Source: an optimization exercise on an open RTL-to-GDS flow (aim: small area and a short achievable clock period). Production flows keep margins and buffers that such runs may drop.
The RTL was checked by simulation tests, not by an equivalence proof against the original design.
Power is estimated from default activity; no workload was simulated.

==> flow/design.v (outline; a module is shown in full before it is edited, if it fits) <==
// module divider: 2787 lines
module divider
        (
                input wire signed [31:0] data1,
                input wire signed [31:0] data2,
                input wire clock,
                input wire reset_n,
                output reg signed [31:0] q,
                output reg signed [31:0] r
        );
  // ...
==> flow/run.sh <==
#!/bin/bash
# synth_recipe.tcl (not shown) runs the flow's synth.tcl, then flattens the netlist and writes it again
# the make line also repeats each setting of config.mk as NAME=value (left out here)
make -C /OpenROAD-flow-scripts/flow DESIGN_CONFIG=/design/flow/config.mk WORK_HOME=/design/flow/orfs CLKGATE_MAP_FILE= SYNTH_SCRIPT=/design/flow/synth_recipe.tcl finish
==> flow/config.mk <==
export PLATFORM = sky130hd
export DESIGN_NAME = divider
export DESIGN_NICKNAME = divider
export VERILOG_FILES = /design/flow/design.v
export SDC_FILE = /design/flow/constraint.sdc
export NUM_CORES = 4
export LEC_CHECK = 0
export ABC_AREA = 1
export CAP_MARGIN = 20
export CORE_MARGIN = 2
export CORE_UTILIZATION = 60
export PLACE_DENSITY = 0.8
export SLEW_MARGIN = 20
==> flow/constraint.sdc <==
create_clock -name core_clock -period 150.0 [get_ports {clock}]
set_input_delay 30.0000 -clock core_clock [delete_from_list [all_inputs] [get_ports {clock}]]
set_output_delay 30.0000 -clock core_clock [all_outputs]
set_load 0.01 [all_outputs]
==> results.yml, run 1 <==
worst_setup_path:
  path_buf_inv: 26
  endpoint_kind: "flop"
  arrival_ps: 86830
  crit_required_ps: 150300
  critPathMaxStageDelay_ps: 870
global_routing:
  use_met2_pct: 57.03
  grtUsageMet1_pct: 42.72
  antenna_found_initial: 2
place:
  place_congestion: 0.9803
  io_buffers: 129
  post-place-ws_ps: 64030
logic_synthesis:
  ys.flop_type: "dfxtp_1"
  ys_types: 87
  synth_top_family_by_area: "simple AND/OR/NAND/NOR gates"
  synthXorXnorAreaFrac_pct: 11.95
  synthMuxAreaShare_pct: 0
  synthSimpleGateAreaFrac_pct: 56.75
power_and_ir_drop:
  internal_power_mw: 0.1397
  switching_power_mw: 0.2226
  vdd_ir_drop_max_mv: 0.007144
  seq_power_mw: 0.0243
  clockPowerShare_pct: 7.9
outcome:
  outcome: "no timing/DRC/antenna violations"
die:
  taps: 846
  placementRows: 92
sta:
  setup_viol: 0
  slew_viol_final: 0
  fin_crit_sh_pct: 57.69
  period_needed_ps: 86530
  hold_violations: 0
finish:
  multi_input_cells: 5280
  post-route-util_pct: 60.66
clock_network:
  cts_hold_buf: 0
routing:
  vias_per_cell: 5.579
  drtAntennaViolNets: 0
min_path:
  min_path_cells: 4
  hp-start: "reset_n"
flow_run:
  max_cap_violations: 0
==> inputs of run 2 (changes only) <==
--- a/flow/config.mk
+++ b/flow/config.mk
@@ -9,5 +9,4 @@
 export CAP_MARGIN = 20
 export CORE_MARGIN = 2
-export CORE_UTILIZATION = 60
-export PLACE_DENSITY = 0.8
+export CORE_UTILIZATION = 40
 export SLEW_MARGIN = 20
==> run 2 against run 1 <==
Compared with the run above: cell area is 1.5% higher; cell count is 5.8% higher; sequential share of layout area barely moved; fmax rose by 0.72%; global-route usage down 9.2 points; combinational power barely moved; sequential cell count did not move; area after synthesis is the same; sequential power is essentially flat; wire length increased by 9.6%; first-iteration DRC count down 5.9%; critical path type unchanged; via count decreased by 1.8%.
==> results.yml, run 2 <==
power_and_ir_drop:
  switching_share_pct: 62.31
  p_leak_nw: 19.50
  combPwrFrac_pct: 86.6
  vdd_ir_drop_max_mv: 0.005318
  seq_power_share_pct: 6.7
  power.density_nw_per_um2: 9.370
  internal_power_mw: 0.1363
  clockPowerShare_pct: 6.7
  switching_power_mw: 0.2254
  total_power_mw: 0.3618
worst_setup_path:
  cp_common_cell: "nand2_4"
  critPathMaxStageDelay_ps: 690
  worst-setup-path-type: "input port to flop"
  arrival_ps: 86210
  path_max_fanout: 27
  path_buf_inv: 29
  critical_path.slowest_cell: "a21boi_4"
  cp-start-kind: "input port"
  crit_required_ps: 150300
  endpoint_kind: "flop"
  crit_family: "simple AND/OR/NAND/NOR gates"
logic_synthesis:
  synthSimpleGateAreaFrac_pct: 56.75
  synth.avg_cell_area_um2: 5.924
  synth.most_common_cell: "nand2_1"
  ys_warn_count: 1
  ys_seq_area_share_pct: 3.387
  synth_compound_area_share_pct: 10.95
  ys_types: 87
  synth_edf_count: 0
  synthXorXnorAreaFrac_pct: 11.95
  synth-seq-cells: 64
  postSynthCellCount: 6386
  synth_area_leaders: "nand2_1, xor2_1, nand3_1"
  synth_area_um2: 37830
  async_reset_ff_share_pct: 0
  synth-adder-area-share_pct: 0.08269
  synth_commonest_cells: "nand2_1, inv_1, nand3_1"
  synthMuxAreaShare_pct: 0
  ys.flop_type: "dfxtp_1"
  synthesis.nets: 6452
  synth_top_area_share_pct: 20.05
  synth_top_family_by_area: "simple AND/OR/NAND/NOR gates"
  yosys.area.top_type: "nand2_1"
min_path:
  hold_path.class: "input port to flop"
  hp-start: "reset_n"
  min_path_cells: 4
  min_to: "r[2]"
sta:
  tightest_slew_ps: 1144
  fmax_mhz: 11.64
  rsz0062_at_grt: "false"
  hold_violations: 0
  tns_ps: 0
  whs_ps: 30350
  period_needed_ps: 85910
  setup_viol: 0
  slew_viol_final: 0
  slew_headroom_pct: 23.62
  fin_crit_sh_pct: 57.27
die:
  die_w_um: 311.5
  die_y_um: 311.5
  core_area_um2: 93470
  pin_count: 130
  start_util_pct: 40.47
  dieArea_um2: 97040
  placementRows: 112
finish:
  nFillCells: 10258
  post-route-util_pct: 41.31
  drive_gt1_share_pct: 18.05
  final_common_cell: "nand2_1"
  final_cell_mix: "nand2_1, inv_1, nand3_1"
  nNetsFinal: 6414
  design_area_um2: 38610
  largestRegisters: "q x32, r x32"
  area_delta_synth_final_pct: 2.071
clock_network:
  cts_buffers: 9
  htree_levels: 3
  cts_buffer_depth: 2
  root_buffer: "clkbuf_16"
  clk_pin_slew_worst_paths_ps: 80
  cts_hold_buf: 0
  cts_tree: "done"
  post_cts_buffers: 0
  cts-resized-gates: 0
  cts_num_sinks: 64
global_routing:
  antenna_found_initial: 2
  first_global_vias: 36100
  grt_max_degree: 57
  grt_pass1_wl_um: 196300
  grt_util_all_layers_pct: 24.81
  grt_overflow: 0
place:
  dp_hpwl_um: 96300
  place_congestion: 0.8999
  io_buffers: 129
  dpl_cell_area_um2: 38250
routing:
  postRouteWirelength_um: 122800
  dr.pass1.iters: 8
  initialDrtViolationCount: 3181
  drc_errors: 0
  via_count: 39412
  wl_per_cell_um: 16.14
  vias_per_cell: 5.180
  drtAntennaViolNets: 0
flow_run:
  max_cap_violations: 0
outcome:
  outcome: "no timing/DRC/antenna violations"
run 2: cell counts after synthesis:
No cell type changed its count.
run 2: area by class of cell:
cell class | count | area [um2] | share of cell area, %
multi-input combinational | 5280 | 30460 | 78.89
inverter | 798 | 3196 | 8.276
timing repair buffer | 195 | 1807 | 4.679
tap | 1254 | 1569 | 4.064
sequential | 64 | 1281 | 3.318
clock buffer | 9 | 225.2 | 0.5833
clock inverter | 7 | 70.07 | 0.1815
antenna | 1 | 2.502 | 0.006481
run 2: tightest hold or removal path, cell delays in order:
cell and delay [ps]:
buf_2 110, buf_4 380, nand2_1 160, nor2_1 30
run 2: how the worst max path moves through the flow:
stage,depth (start not counted),startpoint,end,slack [ps]
final,419,data2[2],q[31],64090
after global routing,424,data2[2],q[31],58420
after CTS,419,data2[2],q[31],63650
after detailed placement,419,data2[2],q[31],63450
after global placement,421,data2[2],q[31],64410
after floorplan,415,data2[16],r[31],78430
run 2: cell families after synthesis:
logic type / Yosys count
buffers and inverters: 1042
adders and majority gates: 3
xor gates and xnor gates: 489
and+or+nand+nor: 4131
DFF: 64
AOI/OAI and AO/OA: 657
run 2: routing by layer:
layer  up-vias  global-route usage (%)  routed length [um]
met3       166                   1.997                7015
li1      20236                       -                   -
met5         -                       0                   7
met4         2                   6.873                3447
met1     17901                   34.29               57770
met2      1107                   41.11               54550
run 2: power by group through the flow:
stage	Clock, mW	Combinational, mW	Sequential [mW]
detailed placement	0	0.310	0.0249
floorplan	0	0.250	0.0275
global placement	0	0.308	0.0249
finish	0.0241	0.313	0.0244
global route	0.0255	0.349	0.0250
CTS	0.0250	0.311	0.0245
run 2: stage by stage:
step                std cells  setup WS [ps]
global route             7607          58420
detailed placement       7589          63450
global placement         7589          64410
finish                   7608          64090
floorplan                6386          78430
CTS                      7605          63650
==> inputs of run 3 (changes only) <==
==> flow/flow/run.sh (new file) <==
#!/bin/bash
# The standard ORFS layout with two changes:
#  - synthesis maps with flow/abc.script (area-oriented, no upsizing to a
#    0-delay target), so the netlist starts small;
#  - repair_timing (after CTS and after global routing) aims for a setup
#    slack of flow/setup_margin ns instead of 0, sizing up only the gates
#    the placed design needs to run faster.
# The design's SDC and clock period are used unchanged everywhere.
set -euo pipefail
HERE=$(pwd)
MARGIN=$(cat flow/setup_margin)
{
  echo 'proc abc {args} {'
  echo '  set i [lsearch -exact $args -script]'
  echo "  lset args [expr {\$i + 1}] $HERE/flow/abc.script"
  echo '  yosys abc {*}$args'
  echo '}'
  cat synth_recipe.tcl
} > own_synth.tcl
sed "s#SYNTH_SCRIPT=[^ ]*#SYNTH_SCRIPT=$HERE/own_synth.tcl#" standard.sh > own_standard.sh
grep -q "SYNTH_SCRIPT=$HERE/own_synth.tcl" own_standard.sh
bash own_standard.sh SETUP_SLACK_MARGIN=$MARGIN finish > flow_make.log 2>&1
==> flow/flow/abc.script (new file) <==
strash
dch
map -B 0.9
topo
stime -c
==> flow/flow/setup_margin (new file) <==
60
==> flow/standard.sh (new file) <==
#!/bin/bash
# synth_recipe.tcl (not shown) runs the flow's synth.tcl, then flattens the netlist and writes it again
# the make line also repeats each setting of config.mk as NAME=value (left out here)
make -C /OpenROAD-flow-scripts/flow DESIGN_CONFIG=/design/flow/config.mk WORK_HOME=/design/flow/orfs CLKGATE_MAP_FILE= SYNTH_SCRIPT=/design/flow/synth_recipe.tcl "${@:-finish}"
--- a/flow/config.mk
+++ b/flow/config.mk
@@ -6,5 +6,4 @@
 export NUM_CORES = 4
 export LEC_CHECK = 0
-export ABC_AREA = 1
 export CAP_MARGIN = 20
 export CORE_MARGIN = 2
removed: flow/run.sh
==> run 3 against run 2 <==
Compared with the run above: highest routed layer unchanged; critical path depth increased by 6; synthesized cell count decreased by 3.8%; global-route usage increased by 7.5 points.
==> results.yml, run 3 <==
power_and_ir_drop:
  p_leak_nw: 16.42
  vdd_ir_drop_max_mv: 0.004943
  power.density_nw_per_um2: 9.534
logic_synthesis:
  yosys.area.top_type: "nand2_1"
  synth.most_common_cell: "nand2_1"
  synthesis.nets: 6208
  ys.flop_type: "dfxtp_1"
  ys_seq_area_share_pct: 4.338
  synth.avg_cell_area_um2: 4.809
  synth-seq-cells: 64
  async_reset_ff_share_pct: 0
  synth_commonest_cells: "nand2_1, nand3_1, clkinv_1"
  postSynthCellCount: 6142
  ys_warn_count: 1
  synth_edf_count: 0
  synth_area_um2: 29530
  synth_top_area_share_pct: 31.05
  ys_types: 34
  synth_area_leaders: "nand2_1, nand3_1, xor2_1"
worst_setup_path:
  critical_path.slowest_cell: "a31oi_1"
  path_max_fanout: 23
  endpoint_kind: "flop"
  critPathMaxStageDelay_ps: 500
  crit_required_ps: 150280
  crit_family: "simple AND/OR/NAND/NOR gates"
  cp_common_cell: "nand2_1"
  cp-start-kind: "input port"
  path_buf_inv: 47
  worst-setup-path-type: "input port to flop"
  arrival_ps: 84910
finish:
  drive_gt1_share_pct: 8.306
  layout.cells.non_filler: 7414
  final_common_cell: "nand2_1"
  design_area_um2: 35310
  largestRegisters: "q x32, r x32"
  area_delta_synth_final_pct: 19.56
  nNetsFinal: 6514
  final_cell_mix: "nand2_1, nand3_1, clkinv_1"
routing:
  via_count: 41258
  postRouteWirelength_um: 128800
  dr.pass1.iters: 26
  wl_per_cell_um: 17.37
  drtAntennaViolNets: 0
  drc_errors: 0
  vias_per_cell: 5.565
  initialDrtViolationCount: 4260
sta:
  rsz0062_at_grt: "false"
  setup_viol: 0
  slew_viol_final: 0
  slew_headroom_pct: 17.82
  fmax_mhz: 11.82
  fin_crit_sh_pct: 56.42
  tightest_slew_ps: 1223
  tns_ps: 0
  whs_ps: 30150
  period_needed_ps: 84630
  hold_violations: 0
global_routing:
  grt_max_degree: 55
  grt_util_all_layers_pct: 32.30
  grt_pass1_wl_um: 193700
  antenna_found_initial: 4
  grt_overflow: 0
  first_global_vias: 35282
clock_network:
  cts_num_sinks: 64
  root_buffer: "clkbuf_16"
  cts_tree: "done"
  clk_pin_slew_worst_paths_ps: 70
  htree_levels: 3
  cts_buffer_depth: 2
  cts_buffers: 9
die:
  dieArea_um2: 76030
  die_y_um: 275.7
  core_area_um2: 73080
  placementRows: 99
  pin_count: 130
  die_w_um: 275.7
  start_util_pct: 40.41
place:
  dpl_cell_area_um2: 33000
  io_buffers: 129
  dp_hpwl_um: 95310
  post-place-cells: 7320
  place_congestion: 0.9844
min_path:
  hold_path.class: "input port to flop"
  hp-start: "reset_n"
  min_path_cells: 4
  min_to: "r[26]"
flow_run:
  max_cap_violations: 0
outcome:
  outcome: "no timing/DRC/antenna violations"
-- run 3: cell types whose count changed after synthesis, moves of 72 or more --
cell      previous run  this run
nand2_2            283         0
nor2_1             435       507
nand3_1            644       848
o21ai_1            139         0
clkinv_1            31       798
nand3_2            137         0
inv_1              665         0
nand2_1           2021      2443
nand2_4            134         0
clkbuf_8           161         0
o21ai_0            135       292
-- run 3: cells by family (layout without fill, tap and decap cells) --
kind of cell    Yosys count  in the layout  synth area share [%]
simple gates           4131           4138                 58.97
buf+inv                 798           1102                 10.14
compound gates          657            657                 11.95
xor+xnor                489            489                 14.50
flops                    64             64                 4.338
fa+ha+maj                 3              3                0.1017
other cells               0              2                     0
-- run 3: power by group --
part	total (mW)	switching [mW]	internal, mW
Sequential	0.0245	0.00177	0.0227
Clock	0.0255	0.0108	0.0147
Combinational	0.287	0.194	0.0924
-- run 3: cell type report --
| type | instances | area [um2] |
|---|---|---|
| fillers | 8051 | 37770 |
| multi-input cells | 5287 | 26840 |
| inverters | 798 | 3058 |
| repair buffers | 288 | 2599 |
| flip-flops and latches | 64 | 1281 |
| well taps | 959 | 1200 |
| clock buffers | 9 | 225.2 |
| clock inverters | 7 | 102.6 |
| diodes | 2 | 5.005 |
-- run 3: layer usage --
metal | track usage (%) | vias to the layer above | routed length, um
li1 | - | 20485 | -
met1 | 41.77 | 18365 | 53370
met2 | 52.55 | 2034 | 56220
met3 | 5.646 | 372 | 13240
met4 | 13.94 | 2 | 5947
met5 | 0 | - | 13
-- run 3: worst max path at each step --
stage | startpoint | to | slack (ps) | cells after the start
2_1_floorplan | data2[16] | r[31] | 60260 | 417
3_3_place_gp | data2[2] | q[31] | 51110 | 420
3_5_place_dp | data2[2] | q[31] | 49260 | 428
4_1_cts | data2[2] | q[31] | 60010 | 443
5_1_grt | data2[18] | r[31] | 59540 | 449
6_report | data2[18] | q[31] | 65370 | 425
-- run 3: repair_timing --
action / in CTS / in global routing
gates resized for setup: 80 / 270
pin swaps: 6 / 45
hold endpoints to repair: 0 / 0
endpoints found under the setup margin: 64 / 64
buffers inserted: 15 / 52
hold buffers: 0 / 0
cloned: 0 / 9
-- run 3: through the flow --
| step | total power, mW | setup WS (ps) | util, % |
|---|---|---|---|
| floorplan | 0.2156 | 60260 | - |
| global placement | 0.2902 | 51110 | 45.15 |
| detailed placement | 0.2917 | 49260 | 45.15 |
| CTS | 0.3201 | 60010 | 46.14 |
| global route | 0.3694 | 59540 | 48.31 |
| finish | 0.3367 | 65370 | 48.32 |

afterwards: timing with drivers on the ports:
Ports are ideal in the flow. The routed layouts listed here were re-timed in OpenROAD. Step 1 sets driving cells, clkbuf_16 on the clock port and buf_2 on the other inputs (assumed; they add their load-dependent delay and slew). Step 2 times the ports against the registers' clock, not the clock port: input delays grow and output delays shrink by t, the midpoint of the rising clock arrivals with the driver on. Three values: ideal ports, drivers, drivers and shift; two values: the first two.
run	shift t [ns]	setup WS [ns]	worst setup path after step 2	latest minus earliest clock arrival (ns)	worst register clock-pin slew, ns
run 1	0.459	63.466 / 63.503 / 63.044	input to register	0.020 / 0.020	0.08 / 0.08
run 2	0.454	64.088 / 64.128 / 63.675	input to register	0.027 / 0.027	0.09 / 0.09
run 3	0.451	65.368 / 65.400 / 64.949	input to register	0.022 / 0.022	0.08 / 0.08
After both steps setup and hold are still met in every run listed. The setup slack of run 1, which loses most, moves by +0.037 ns with the drivers and by -0.422 ns with both steps.
